Source: an optimization exercise on an open RTL-to-GDS flow (aim: small area). Production flows keep margins and buffers that such runs may drop.
The RTL was checked by simulation tests, not by an equivalence proof against the original design.
No activity file was given, so power comes from the tool's default toggle rates.

**flow/config.mk**
```make
export PLATFORM = sky130hd
export DESIGN_NAME = top
export DESIGN_NICKNAME = top
export VERILOG_FILES = /design/flow/design.v
export SDC_FILE = /design/flow/constraint.sdc
export NUM_CORES = 4
export LEC_CHECK = 0
export CAP_MARGIN = 20
export CORE_MARGIN = 2
export CORE_UTILIZATION = 40
export SLEW_MARGIN = 20
```
**flow/constraint.sdc**
```tcl
create_clock -name core_clock -period 40.0 [get_ports {clk}]
set_input_delay 8.0000 -clock core_clock [delete_from_list [all_inputs] [get_ports {clk}]]
set_output_delay 8.0000 -clock core_clock [all_outputs]
set_load 0.01 [all_outputs]
```
**flow/design.v**
```verilog
module clock_divider (
    input wire clk,
    input wire rst,
    output wire game_tick
);
    reg [17:0] game_tick_counter;
    reg game_clk_in;
    always @(posedge clk)
    begin
        if (rst)
        begin
            game_tick_counter <= 18'b0;
            game_clk_in <= 1'b0;
        end
        else
        begin
            if (game_tick_counter == 208_332)
            begin
                game_tick_counter <= 18'b0;
                game_clk_in <= ~game_clk_in;
            end
            else
            begin
                game_tick_counter <= game_tick_counter + 18'b1;
            end
        end
    end
    assign game_tick = (game_tick_counter == 208_332) && !game_clk_in;
endmodule
module obstacle_generator (
    input wire clk,
    input wire rst,
    input wire game_tick,
    output wire [9:0] obstacle_x1,
    output wire [9:0] obstacle_x2
);
    localparam X1_RESET_POSITION     = 540;
    localparam X2_RESET_POSITION     = 750;
    localparam STAGGER_OFFSET        = 120;
    localparam VELOCITY               = 10;
    reg [9:0] x1_reg;
    reg [9:0] x2_reg;
    always @(posedge clk) begin
        if (rst)
        begin
            x1_reg <= X1_RESET_POSITION;
            x2_reg <= X2_RESET_POSITION;
        end
        else if (game_tick)
        begin
            if (x1_reg <= VELOCITY)
            begin
                x1_reg <= X1_RESET_POSITION;
            end
            else
            begin
                x1_reg <= x1_reg - VELOCITY;
            end
            if (x2_reg <= VELOCITY)
            begin
                if (x1_reg > X1_RESET_POSITION - STAGGER_OFFSET)
                begin
                    x2_reg <= X1_RESET_POSITION + STAGGER_OFFSET;
                end
                else
                begin
                    x2_reg <= X2_RESET_POSITION;
                end
            end
            else
            begin
                x2_reg <= x2_reg - VELOCITY;
            end
        end
    end
    assign obstacle_x1 = x1_reg;
    assign obstacle_x2 = x2_reg;
endmodule
module input_handler (
    input wire clk,
    input wire rst,
    input wire btn_jump,
    output reg jump_pressed
);
    reg [7:0] counter;
    always @ (posedge clk)
    begin
        if (rst)
        begin
            counter <= 8'b0;
        end
        else
        begin
            if (btn_jump)
            begin
                counter <= {counter[6:0], 1'b1};
            end
            else
            begin
                counter <= {counter[6:0], 1'b0};
            end
        end
    end
    always @ (posedge clk)
    begin
        if (rst)
        begin
            jump_pressed <= 1'b0;
        end
        else if (counter == 8'b11111111)
        begin
            jump_pressed <= 1'b1;
        end
        else if (counter == 8'b00000000)
        begin
            jump_pressed <= 1'b0;
        end
    end
endmodule
module game_fsm (
    input wire clk,
    input wire rst,
    input wire game_tick,
    input wire jump_pressed,
    input wire collision,
    output reg [9:0] dino_y,
    output reg game_over
);
    localparam IDLE      = 2'b00;
    localparam JUMPING   = 2'b01;
    localparam FALLING   = 2'b10;
    localparam GAME_OVER = 2'b11;
    reg [1:0] state, state_next;
    reg [5:0] velocity, velocity_next;
    reg [9:0] dino_y_next;
    localparam JUMP_STRENGTH = 40;
    localparam GRAVITY = 2;
    always @(posedge clk)
    begin
        if (rst)
        begin
            state <= IDLE;
            dino_y <= 0;
            velocity <= 0;
            game_over <= 0;
        end
        else if (game_tick)
        begin
            state <= state_next;
            dino_y <= dino_y_next;
            velocity <= velocity_next;
            game_over <= (state_next == GAME_OVER);
        end
    end
    always @(*)
    begin
        state_next = state;
        dino_y_next = dino_y;
        velocity_next = velocity;
        case (state)
            IDLE:
            begin
                if (collision)
                begin
                    state_next = GAME_OVER;
                end
                else if (jump_pressed)
                begin
                    state_next = JUMPING;
                    velocity_next = JUMP_STRENGTH;
                end
            end
            JUMPING:
            begin
                velocity_next = velocity - GRAVITY;
                dino_y_next = dino_y + velocity_next;
                if (velocity_next == 0)
                begin
                    state_next = FALLING;
                end
                if (collision)
                begin
                    state_next = GAME_OVER;
                end
            end
            FALLING:
            begin
                velocity_next = velocity + GRAVITY;
                dino_y_next = (dino_y > velocity_next) ? dino_y - velocity_next : 10'd0;
                if (dino_y_next == 0)
                begin
                    state_next = IDLE;
                    velocity_next = 0;
                end
                if (collision)
                begin
                    state_next = GAME_OVER;
                end
            end
            default:
            begin
                state_next = GAME_OVER;
            end
        endcase
    end
endmodule
module collision_detector (
    input wire [9:0] dino_y,
    input wire [9:0] obstacle_x1,
    input wire [9:0] obstacle_x2,
    output reg collision
);
    localparam OBSTACLE_HEIGHT = 150;
    localparam OBSTACLE_WIDTH  = 50;
    localparam DINO_HEIGHT     = 100;
    localparam DINO_WIDTH      = 50;
    localparam DINO_X          = 50;
    always@(*)
    begin
        if (dino_y >= OBSTACLE_HEIGHT)
        begin
            collision = 1'b0;
        end
        else if ((DINO_X < obstacle_x1 + OBSTACLE_WIDTH &&
                  DINO_X + DINO_WIDTH > obstacle_x1) ||
                 (DINO_X < obstacle_x2 + OBSTACLE_WIDTH &&
                  DINO_X + DINO_WIDTH > obstacle_x2)) begin
            collision = 1'b1;
        end
        else begin
            collision = 1'b0;
        end
    end
endmodule
module vga_controller (
    input wire clk,
    input wire rst,
    output reg [9:0] pixel_x,
    output reg [9:0] pixel_y,
    output reg hsync,
    output reg vsync,
    output wire display_area
);
    localparam H_VISIBLE = 640;
    localparam H_FRONT   = 16;
    localparam H_SYNC    = 96;
    localparam H_BACK    = 48;
    localparam H_TOTAL   = 800;
    localparam V_VISIBLE = 480;
    localparam V_FRONT   = 10;
    localparam V_SYNC    = 2;
    localparam V_BACK    = 33;
    localparam V_TOTAL   = 525;
    localparam SCREEN_WIDTH  = H_TOTAL - 1;
    localparam SCREEN_HEIGHT = V_TOTAL - 1;
    reg [9:0] h_counter;
    reg [9:0] v_counter;
    always@(posedge clk)
    begin
        if (rst)
        begin
            h_counter <= 10'b0;
            v_counter <= 10'b0;
        end
        else
        begin
            if (h_counter < SCREEN_WIDTH)
            begin
                h_counter <= h_counter + 1'b1;
            end
            else
            begin
                h_counter <= 10'b0;
                if (v_counter < SCREEN_HEIGHT)
                begin
                    v_counter <= v_counter + 1'b1;
                end
                else
                begin
                    v_counter <= 10'b0;
                end
            end
        end
    end
    always @(*) begin
        hsync = ~((h_counter >= H_VISIBLE + H_FRONT) && (h_counter < H_VISIBLE + H_FRONT + H_SYNC));
        vsync = ~((v_counter >= V_VISIBLE + V_FRONT) && (v_counter < V_VISIBLE + V_FRONT + V_SYNC));
    end
    always @(*) begin
        pixel_x = h_counter;
        pixel_y = v_counter;
    end
    assign display_area = (h_counter < H_VISIBLE) && (v_counter < V_VISIBLE);
endmodule
module graphics_engine (
    input wire clk,
    input wire rst,
    input wire [9:0] pixel_x,
    input wire [9:0] pixel_y,
    input wire display_area,
    input wire [9:0] dino_y,
    input wire [9:0] obstacle_x1,
    input wire [9:0] obstacle_x2,
    input wire game_over,
    output reg [3:0] red,
    output reg [3:0] green,
    output reg [3:0] blue
);
    localparam OBSTACLE_WIDTH  = 50;
    localparam OBSTACLE_HEIGHT = 150;
    localparam DINO_X          = 50;
    localparam DINO_WIDTH      = 50;
    localparam DINO_HEIGHT     = 100;
    wire pixel_in_obstacle1;
    wire pixel_in_obstacle2;
    wire in_body;
    wire in_head;
    wire in_legs;
    wire in_tail;
    wire in_eye;
    wire pixel_in_dino;
    assign pixel_in_obstacle1 = (pixel_x >= obstacle_x1) &&
                                (pixel_x <  obstacle_x1 + OBSTACLE_WIDTH) &&
                                (pixel_y >= 480 - OBSTACLE_HEIGHT) &&
                                (pixel_y <  480);
    assign pixel_in_obstacle2 = (pixel_x >= obstacle_x2) &&
                                (pixel_x <  obstacle_x2 + OBSTACLE_WIDTH) &&
                                (pixel_y >= 480 - OBSTACLE_HEIGHT) &&
                                (pixel_y <  480);
    assign in_body = (pixel_x >= DINO_X + 10) &&
                     (pixel_x <  DINO_X + 40) &&
                     (pixel_y >= 480 - dino_y - 60) &&
                     (pixel_y <  480 - dino_y);
    assign in_head = (pixel_x >= DINO_X + 35) &&
                     (pixel_x <  DINO_X + 48) &&
                     (pixel_y >= 480 - dino_y - 80) &&
                     (pixel_y <  480 - dino_y - 60);
    assign in_legs = ((pixel_x >= DINO_X + 12 && pixel_x < DINO_X + 18) ||
                      (pixel_x >= DINO_X + 32 && pixel_x < DINO_X + 38)) &&
                     (pixel_y >= 480 - dino_y && pixel_y < 480 - dino_y + 10);
    assign in_tail = (pixel_x >= DINO_X) &&
                     (pixel_x <  DINO_X + 10) &&
                     (pixel_y >= 480 - dino_y - 30) &&
                     (pixel_y <  480 - dino_y + 10);
    assign in_eye  = (pixel_x == DINO_X + 45) &&
                     (pixel_y == 480 - dino_y - 75);
    assign pixel_in_dino = in_body || in_head || in_legs || in_tail || in_eye;
    always @(posedge clk)
    begin
        if (rst)
        begin
            red   <= 4'd0;
            green <= 4'd0;
            blue  <= 4'd0;
        end
        else if (display_area)
        begin
            if (pixel_in_obstacle1 || pixel_in_obstacle2 || pixel_in_dino)
            begin
                red   <= 4'd8;
                green <= 4'd8;
                blue  <= 4'd8;
            end
            else
            begin
                red   <= 4'd15;
                green <= 4'd15;
                blue  <= 4'd15;
            end
        end
        else
        begin
            red   <= 4'd0;
            green <= 4'd0;
            blue  <= 4'd0;
        end
    end
endmodule
module top (
    input  wire        clk,
    input  wire        rst,
    input  wire        btn_jump,
    output wire        hsync,
    output wire        vsync,
    output wire [3:0]  red,
    output wire [3:0]  green,
    output wire [3:0]  blue
);
    wire        game_tick;
    wire        jump_pressed;
    wire [9:0]  dino_y;
    wire        game_over;
    wire [9:0]  obstacle_x1;
    wire [9:0]  obstacle_x2;
    wire        collision;
    wire [9:0]  pixel_x;
    wire [9:0]  pixel_y;
    wire        display_area;
    clock_divider u_clk_div (
        .clk      (clk),
        .rst      (rst),
        .game_tick(game_tick)
    );
    obstacle_generator u_obstacles (
        .clk        (clk),
        .rst        (rst),
        .game_tick  (game_tick),
        .obstacle_x1(obstacle_x1),
        .obstacle_x2(obstacle_x2)
    );
    input_handler u_input (
        .clk         (clk),
        .rst         (rst),
        .btn_jump    (btn_jump),
        .jump_pressed(jump_pressed)
    );
    game_fsm u_fsm (
        .clk         (clk),
        .rst         (rst),
        .game_tick   (game_tick),
        .jump_pressed(jump_pressed),
        .collision   (collision),
        .dino_y      (dino_y),
        .game_over   (game_over)
    );
    collision_detector u_collision (
        .dino_y     (dino_y),
        .obstacle_x1(obstacle_x1),
        .obstacle_x2(obstacle_x2),
        .collision  (collision)
    );
    vga_controller u_vga (
        .clk         (clk),
        .rst         (rst),
        .pixel_x     (pixel_x),
        .pixel_y     (pixel_y),
        .hsync       (hsync),
        .vsync       (vsync),
        .display_area(display_area)
    );
    graphics_engine u_gfx (
        .clk         (clk),
        .rst         (rst),
        .pixel_x     (pixel_x),
        .pixel_y     (pixel_y),
        .display_area(display_area),
        .dino_y      (dino_y),
        .obstacle_x1 (obstacle_x1),
        .obstacle_x2 (obstacle_x2),
        .game_over   (game_over),
        .red         (red),
        .green       (green),
        .blue        (blue)
    );
endmodule
```
**flow/run.sh**
```bash
#!/bin/bash
# synth_recipe.tcl (not shown) runs the flow's synth.tcl, then flattens the netlist and writes it again
# the make line also repeats each setting of config.mk as NAME=value (left out here)
make -C /OpenROAD-flow-scripts/flow DESIGN_CONFIG=/design/flow/config.mk WORK_HOME=/design/flow/orfs CLKGATE_MAP_FILE= SYNTH_SCRIPT=/design/flow/synth_recipe.tcl finish
```
==> summary.txt <==
status complete, no violations; antenna cell count 0; Critical Path RT between 30 and 40 ns; combinational share of power 3.9%; boundary pin count 17; largest net degree at the start of global routing 39; gr busiest metal met2; clk_skew around 0.012 ns; worst path arrival time 2.41 ns; Remaining DRCs 0; share of the synthesized area in the top cell type 20.2%; Slew Viols, Final 0; Longest Clk Path Bufs 2; Layout Utilization a little over two fifths; kind of critical path reg -> out; CP Max Fanout 10; post-route ant nets 0; Least-Margin Pin Slew between 0.9 and 1 ns; Internal Pwr Total 0.000137 W; gr usage total 19.8%; global-route wire length before repair 38.9 mm; met1 global-route usage ~28%; max reg flops 18; final wirelength 23.1 mm; Die Y 155 um; Post-DP HPWL between 15 and 20 mm; Clk pin slew, worst setup/hold paths roughly 0.06 ns; 1st-iter DRT viols about 530; count leader, synth ha_1; Final Hold Viols 0; Layout area overhead 6.80%; crit end category output pin; syn nets around 1,300; # setup viols final 0; achievable frequency 96.0 MHz; sequential fraction of the synthesis area 18.7%; setup bufs post-CTS 0; Placed Instance Area 9410 um2; # Max-Cap Violations 0; vias 7,997; hold_buf cts 0; synth top area cells ha_1 20%, dfxtp_1 19%, xnor2_1 6.0%; Net count, final 1,274; syn_area_per_cell 7.96 um2; P_sw 0.0000424 W; Most flops, register u_clk_div.game_tick_counter; DR vias/cell 5.66; Sw Ratio 23.6%; Cells after Synth roughly 1,100; row count 55; WHS Path Cells 2; fin crit period 10.41 ns; wire per inst 16.4 um; Hold Crit Class reg -> reg; CTS root buf clkbuf_16; Post-synth ARST share 0%; RSZ-0062 raised after global routing false; total number of H-tree levels 3; leak pwr 4.00 nW; Finished Layout Cells roughly 1,400; Die ar. approximately 24,000 um2; Sinks on Clock Net 85; final worst path period share 26.0%; setup_tns 0 ns; Num CTS Buffers 9; DR pass1 iterations 4; Setup crit start kind register; Yosys top cell by area ha_1; PortBufs 16; Worst-Skew Late Latency 0.36 ns; fin area 9710 um2; share of cells above drive strength 1 5.05%; initial core utilization 40.4%; most used flip-flop cell after synthesis dfxtp_1; CTS tree done; Core ar. 22,500 um2; placed insts about 1,400; clock share of power between 40% and 50%; Post-Synthesis Cell Area 9090 um2; EDFF count, synth 0; Post-synth top cells 147 x ha_1, 98 x nand2_1, 94 x nor2_1; Die X 155 um; total gr overflow 0; Ys Warns 7; Slew headroom between 30 and 40%; initial antenna violation count 0; CTS resizes 0; Pwr Density ~19 nW/um2; Max IR drop VDD around 0.016 mV; M3 GR Usage 3.33%; #FFs+latches synth 85; number of global-route vias before repair 7,538; worst r2r path cells 17; Final Wtd Congestion ~0.93; met2 Usage GRT 31.6%; Netlist cell types 91; Seq pwr share 48.4%
## area by class of cell
cell class | instances | area [um2]
Sequential cell | 85 | 1700
Timing Repair Buffer | 22 | 205
Fill cell | 2274 | 12800
Clock inverter | 7 | 75.1
Multi-Input combinational cell | 945 | 6920
Clock buffer | 9 | 225
Inverter | 60 | 225
Tap cell | 285 | 357
## per-layer routing
layer,up-vias,part of all wire (%),routed length [um]
met5,-,0,0
met4,0,1.1,261
li1,4092,-,-
met1,3760,50,11600
met3,19,4.1,942
met2,126,45,10300
## through the flow
| step | setup slack, ns | power, W | hold WS [ns] |
|---|---|---|---|
| detailed placement | 29.99 | 0.0000959 | 0.465 |
| CTS | 29.60 | 0.000182 | 0.475 |
| finish | 29.59 | 0.000180 | 0.474 |
| global placement | 30.00 | 0.0000957 | 0.451 |
| global route | 29.41 | 0.000186 | 0.495 |
| floorplan | 30.80 | 0.0000934 | 0.445 |
## power by group through the flow
stage	logic, W	clock network (W)	registers [W]
after global routing	0.00000794	0.0000913	0.0000870
after global placement	0.00000695	0	0.0000888
final	0.00000706	0.0000857	0.0000868
after detailed placement	0.00000708	0	0.0000888
after floorplan	0.00000518	0	0.0000882
after CTS	0.00000712	0.0000876	0.0000868
## critical path: stages, from the launching register on
cell and delay [ns]:
dfxtp_1 0.61, inv_1 0.20, nor3_1 0.46, nand4_1 0.25, clkdlybuf4s50_1 0.55
## cell usage in the layout (no fill, tap or decap), types with 10 or more instances in the layout
master | synthesis | final
ha_1 | 147 | 147
a21o_1 | 14 | 14
o21ai_0 | 50 | 50
nand2b_1 | 21 | 21
and3_1 | 13 | 13
xnor2_1 | 62 | 62
o211ai_1 | 13 | 13
o21a_1 | 10 | 10
clkdlybuf4s50_1 | 0 | 16
inv_1 | 57 | 57
nand3_1 | 43 | 43
nand4_1 | 25 | 25
nor3_1 | 33 | 33
dfxtp_1 | 85 | 85
nand2_1 | 98 | 98
nor4_1 | 14 | 14
nor2_1 | 94 | 94
xor2_1 | 43 | 43
a211oi_1 | 17 | 17
nor2b_1 | 20 | 20
a21oi_1 | 56 | 56
## kinds of logic (layout without fill, tap and decap cells)
family / after synthesis / count (layout) / synth area share, %
xor+xnor: 108 / 108 / 10.7
flops: 85 / 85 / 18.7
simple gates: 437 / 437 / 25.7
other cells: 1 / 1 / 0.0413
compound gates: 246 / 246 / 18.6
buf+inv: 112 / 98 / 5.16
mux: 5 / 5 / 0.564
fa+ha+maj: 148 / 148 / 20.5
## final timing paths
kind / slack [ns] / endpoint / start
max: 29.59 / vsync / u_vga.v_counter[7]
min: 0.47 / u_clk_div.game_clk_in / u_clk_div.game_clk_in
max reg2reg: 34.53 / u_gfx.red[2] / u_fsm.dino_y[0]
min reg2reg: 0.47 / u_clk_div.game_clk_in / u_clk_div.game_clk_in

[afterwards: timing with drivers on the ports]
How much do the figures lean on ideal ports? The routed layout below was timed once more, with nothing changed but the port constraints. Step 1, drivers: a clkbuf_16 drives clk and a buf_2 each remaining input, both assumed. Step 2, shift: input delay + t, output delay - t, t = (earliest + latest rising clock arrival at the registers) / 2. This alone moves slack from input paths to output paths. Slacks: ideal / step 1 / step 2; pairs: ideal / step 1.
shift t [ns]: 0.392
setup slack, ns: 29.585 / 29.546 / 29.937
hold slack, ns: 0.474 / 0.474 / 0.474
cell pins on the clock port's net: 1
After both steps this run still meets setup and hold. For this run, drivers alone change the setup slack by -0.039 ns; drivers and shift together by +0.352 ns.
